What follows belongs to an exercise in optimizing a design on an open flow for small area and a short achievable clock period; a production flow would make more cautious choices. At most, simulation tests tie the RTL to the original design; equivalence was not proved. Power figures rest on the tool's default switching activity, not on a simulated workload.

Design design_1, start of the top module:
module design_1
   (bias, bias_1, bias_2, bias_3, clk,
    in1, in1_1, in1_2, in1_3, in2, in2_1, in2_2, in2_3,
    in3, in3_1, in3_2, in3_3, in4, in4_1, in4_2, in4_3,
    mac, n_en, n_in, n_in_1, n_in_2, n_in_3,
    n_out, n_out_1, n_out_2, n_out_3,
    outen, outen_1, outen_2, outen_3, p_en,
    p_out, p_out_1, p_out_2, p_out_3, rst,
    wgh, wgh_1, wgh_2, wgh_3);
==> flow/config.mk <==
export PLATFORM = sky130hd
export DESIGN_NAME = design_1
export DESIGN_NICKNAME = design_1
export VERILOG_FILES = /design/flow/design.v
export SDC_FILE = /design/flow/constraint.sdc
export NUM_CORES = 4
export LEC_CHECK = 0
export CAP_MARGIN = 20
export CORE_MARGIN = 2
export CORE_UTILIZATION = 40
export PLACE_DENSITY = 0.6
export SETUP_SLACK_MARGIN = 4.0
export SLEW_MARGIN = 20
==> flow/constraint.sdc <==
create_clock -name core_clock -period 9.0 [get_ports {clk}]
set_input_delay 1.8000 -clock core_clock [delete_from_list [all_inputs] [get_ports {clk}]]
set_output_delay 1.8000 -clock core_clock [all_outputs]
set_load 0.01 [all_outputs]
standard.sh (not shown) runs the stock make flow with config.mk's settings and CLKGATE_MAP_FILE= SYNTH_SCRIPT=/design/flow/synth_recipe.tcl, a recipe that flattens the netlist after the stock synthesis.
==> flow/flow/run.sh <==
#!/bin/bash
# The standard layout, with the ports buffered by the smallest plain buffer
# (buffer_ports otherwise picks a clkdlybuf4s50_1 delay cell for every port).
set -euo pipefail
export BUFFER_PORTS_ARGS="-buffer_cell sky130_fd_sc_hd__buf_1"
bash standard.sh > standard.log 2>&1
==> next run, changes <==
Settings changed: SETUP_SLACK_MARGIN 4.0 to 4.5.
Synthesized cell count is unchanged.
Design area climbs by a few percent.
Non-clock buffer count climbs by 68.
Hold slack barely changes.
Function was not checked in any run of this note: the RTL went through the layout flow alone.

========
== run 1 ==
design_1, a different RTL version from the one above (not shown whole).
Size in the first run: ~6300 cells after synthesis, about 590 I/O pins, roughly 52000 um2 of cells after synthesis.
clock: 9.0 ns
lec_check: 0
cap_margin: 20
core_margin: 2
core_utilization: 45
place_density: 0.65
setup_slack_margin: 4.5
slew_margin: 20
tns_end_percent: 20
Scripts as last shown in full above: flow/flow/run.sh
### run 1 -> run 2
Settings: changing SETUP_SLACK_MARGIN from 4.5 to 4.8; changing PLACE_DENSITY from 0.65 to 0.6; changing CORE_UTILIZATION from 45 to 40; removing TNS_END_PERCENT (formerly 20).
Results
Both conditions hold for run 1: the flow ran to the end and the final layout passed the timing, design-rule and antenna checks.
Per the final summary, run 2 finished and its layout is clean on timing, DRC and antenna.
Run 2 vs. run 1: share of power burned in combinational logic climbed 1.9 points, post-route minimum period dropped 180 ps, fraction of power consumed by sequential logic dropped 1.1 points, total clock buffers created by CTS climbed 3.6%, total power draw climbed 5.2%.
Run 2: pin count of the biggest net entering global routing higher than run 1
Run 2 vs run 1 — register area rose about 1.3%.
Clock network fraction of design power in run 2 is 1.0 points lower than in run 1
## Diff of input files: run 3 against run 2
Settings: an added TNS_END_PERCENT of 20; a change of SETUP_SLACK_MARGIN from 4.8 to 4.5.
Notes after the runs:
- Run 3 was carried through to the last stage, and its layout satisfied the timing, design-rule and antenna checks.
- Run 3 has less setup slack than run 2.
- In run 3 the via density per instance turned out 1.1% lower than in run 2.
- On setup slack on the worst flop-to-flop path, run 2 beats run 3.
- The power per cell area of run 3 falls short of that of run 2 by 0.59%.
- The via count reported for run 3 is lower than the one for run 2.

========
== job 3367 ==
design_1 again, from the RTL that the note above started with.
==> flow/config.mk <==
export PLATFORM = sky130hd
export DESIGN_NAME = design_1
export DESIGN_NICKNAME = design_1
export VERILOG_FILES = /design/flow/design.v
export SDC_FILE = /design/flow/constraint.sdc
export NUM_CORES = 4
export LEC_CHECK = 0
export CAP_MARGIN = 20
export CORE_MARGIN = 2
export CORE_UTILIZATION = 40
export PLACE_DENSITY = 0.6
export SETUP_SLACK_MARGIN = 5.0
export SLEW_MARGIN = 20
==> flow/constraint.sdc <==
create_clock -name core_clock -period 9.0 [get_ports {clk}]
set_input_delay 1.8000 -clock core_clock [delete_from_list [all_inputs] [get_ports {clk}]]
set_output_delay 1.8000 -clock core_clock [all_outputs]
set_load 0.01 [all_outputs]
Scripts as last shown in full above: flow/flow/run.sh
### job 3367 -> job 6288
Settings: CORE_UTILIZATION changed from 40 to 45; SETUP_SLACK_MARGIN changed from 5.0 to 4.5; PLACE_DENSITY changed from 0.6 to 0.65.
==> comparison <==
The sequential fraction of design power in job 6288 was higher than what job 3367 gave.
Compared with job 3367, job 6288 shows routed metal-1 wire length lower by 3.5%.
Job 6288: post-route fraction of the period consumed by the critical path 1.9 points above job 3367
Diff job 3367..job 6288 | flip-flop and latch count | negligible
Going from job 3367 to job 6288, the share of power burned in combinational logic was found to have gone down by 4.1 points.
Total power consumption of the routed design: job 6288 vs job 3367 down about 8%
Going from job 3367 to job 6288, the worst reg-to-reg path cell count was found to have gone down by 7.
Job 3367 | stages: all done | timing, DRC, antenna: all pass
Job 6288 did not stop at any stage, and its layout met the timing, design-rule and antenna checks.
#### Input delta (job 8351 over job 6288)
Settings: changing CORE_UTILIZATION from 45 to 40; changing PLACE_DENSITY from 0.65 to 0.6.
Notes after the runs:
Each of the runs, namely job 8351 and job 6288, reached the end of the flow and came out clean.
From job 6288 to job 8351 the numbers moved as follows: sequential share of power has decreased, area of placed instances has increased.
Job 8351 vs. job 6288: cell area shows an increase of about 0.7%, number of non-clock buffers shows an increase of 18.

========
main:
Another version of the RTL of design_1 (not shown whole).
For scale: roughly 6,200 cells after synthesis, ~440 flip-flops, ~590 I/O pins.
==> flow/design.v (excerpt) <==
module design_1
   (bias, bias_1, bias_2, bias_3, clk,
    in1, in1_1, in1_2, in1_3, in2, in2_1, in2_2, in2_3,
    in3, in3_1, in3_2, in3_3, in4, in4_1, in4_2, in4_3,
    mac, n_en, n_in, n_in_1, n_in_2, n_in_3,
    n_out, n_out_1, n_out_2, n_out_3,
    outen, outen_1, outen_2, outen_3, p_en,
    p_out, p_out_1, p_out_2, p_out_3, rst,
    wgh, wgh_1, wgh_2, wgh_3);
Settings: LEC_CHECK=0, CAP_MARGIN=20, CORE_MARGIN=2, CORE_UTILIZATION=40, PLACE_DENSITY=0.6, SETUP_SLACK_MARGIN=4.5, SLEW_MARGIN=20; clock period 9.0 ns.
Scripts as last shown in full above: flow/flow/run.sh
main reached the final stage; the timing, design-rule and antenna checks on its layout passed.
[inputs] the feature branch vs main
- changing SETUP_SLACK_MARGIN from 4.5 to 4.8
[summary]
- Comparing main against the feature branch, there is no change at all in distinct cell type count after synthesis.
- main -> the feature branch: max-slew violation count delta 0, exact match
- The feature branch vs main, worst hold margin went up by 0.0089 ns.
- The feature branch vs main, instance count: the feature branch higher
- Diff main -> the feature branch: layout filler cell count dropped 1.7%; combinational share of power up 2.4 points; power increased 0.00071 W.
Function was not checked in any run of this note: the RTL went through the layout flow alone.

afterwards: timing with drivers on the ports:
In the flow no input, the clock included, has a driving cell. The finished layouts below were timed again as built, in two steps. Step 1: set_driving_cell puts a clkbuf_16 on clk and a buf_2 on each other input, an assumption about the parent block. Step 2, shift: input delay + t, output delay - t, t = (earliest + latest rising clock arrival at the registers) / 2. This alone moves slack from input paths to output paths. a / b / c = ideal / step 1 / step 2; a / b = the first two.
| run | t, ns | setup WS [ns] | worst hold slack (ns) |
|---|---|---|---|
| the first run of note 1 | 0.753 | 4.069 / 4.069 / 3.518 | 0.458 / 0.458 / 0.458 |
| the second run of note 1 | 0.760 | 4.258 / 4.258 / 3.646 | 0.458 / 0.458 / 0.458 |
| run 1 | 0.720 | 4.479 / 4.386 / 3.666 | 0.451 / 0.451 / 0.451 |
| run 2 | 0.748 | 4.657 / 4.527 / 3.778 | 0.457 / 0.457 / 0.457 |
| run 3 | 0.739 | 4.586 / 4.482 / 3.743 | 0.452 / 0.452 / 0.452 |
| job 3367 | 0.766 | 4.762 / 4.547 / 3.781 | 0.459 / 0.459 / 0.459 |
| job 6288 | 0.757 | 4.593 / 4.614 / 3.857 | 0.451 / 0.451 / 0.451 |
| job 8351 | 0.770 | 4.575 / 4.450 / 3.680 | 0.448 / 0.448 / 0.448 |
| main | 0.760 | 4.528 / 4.478 / 3.718 | 0.448 / 0.448 / 0.448 |
| the feature branch | 0.752 | 4.723 / 4.400 / 3.648 | 0.457 / 0.457 / 0.457 |
After both steps every run listed still meets setup and hold. The setup slack of the feature branch, which loses most, moves by -0.323 ns with the drivers and by -1.075 ns with both steps.
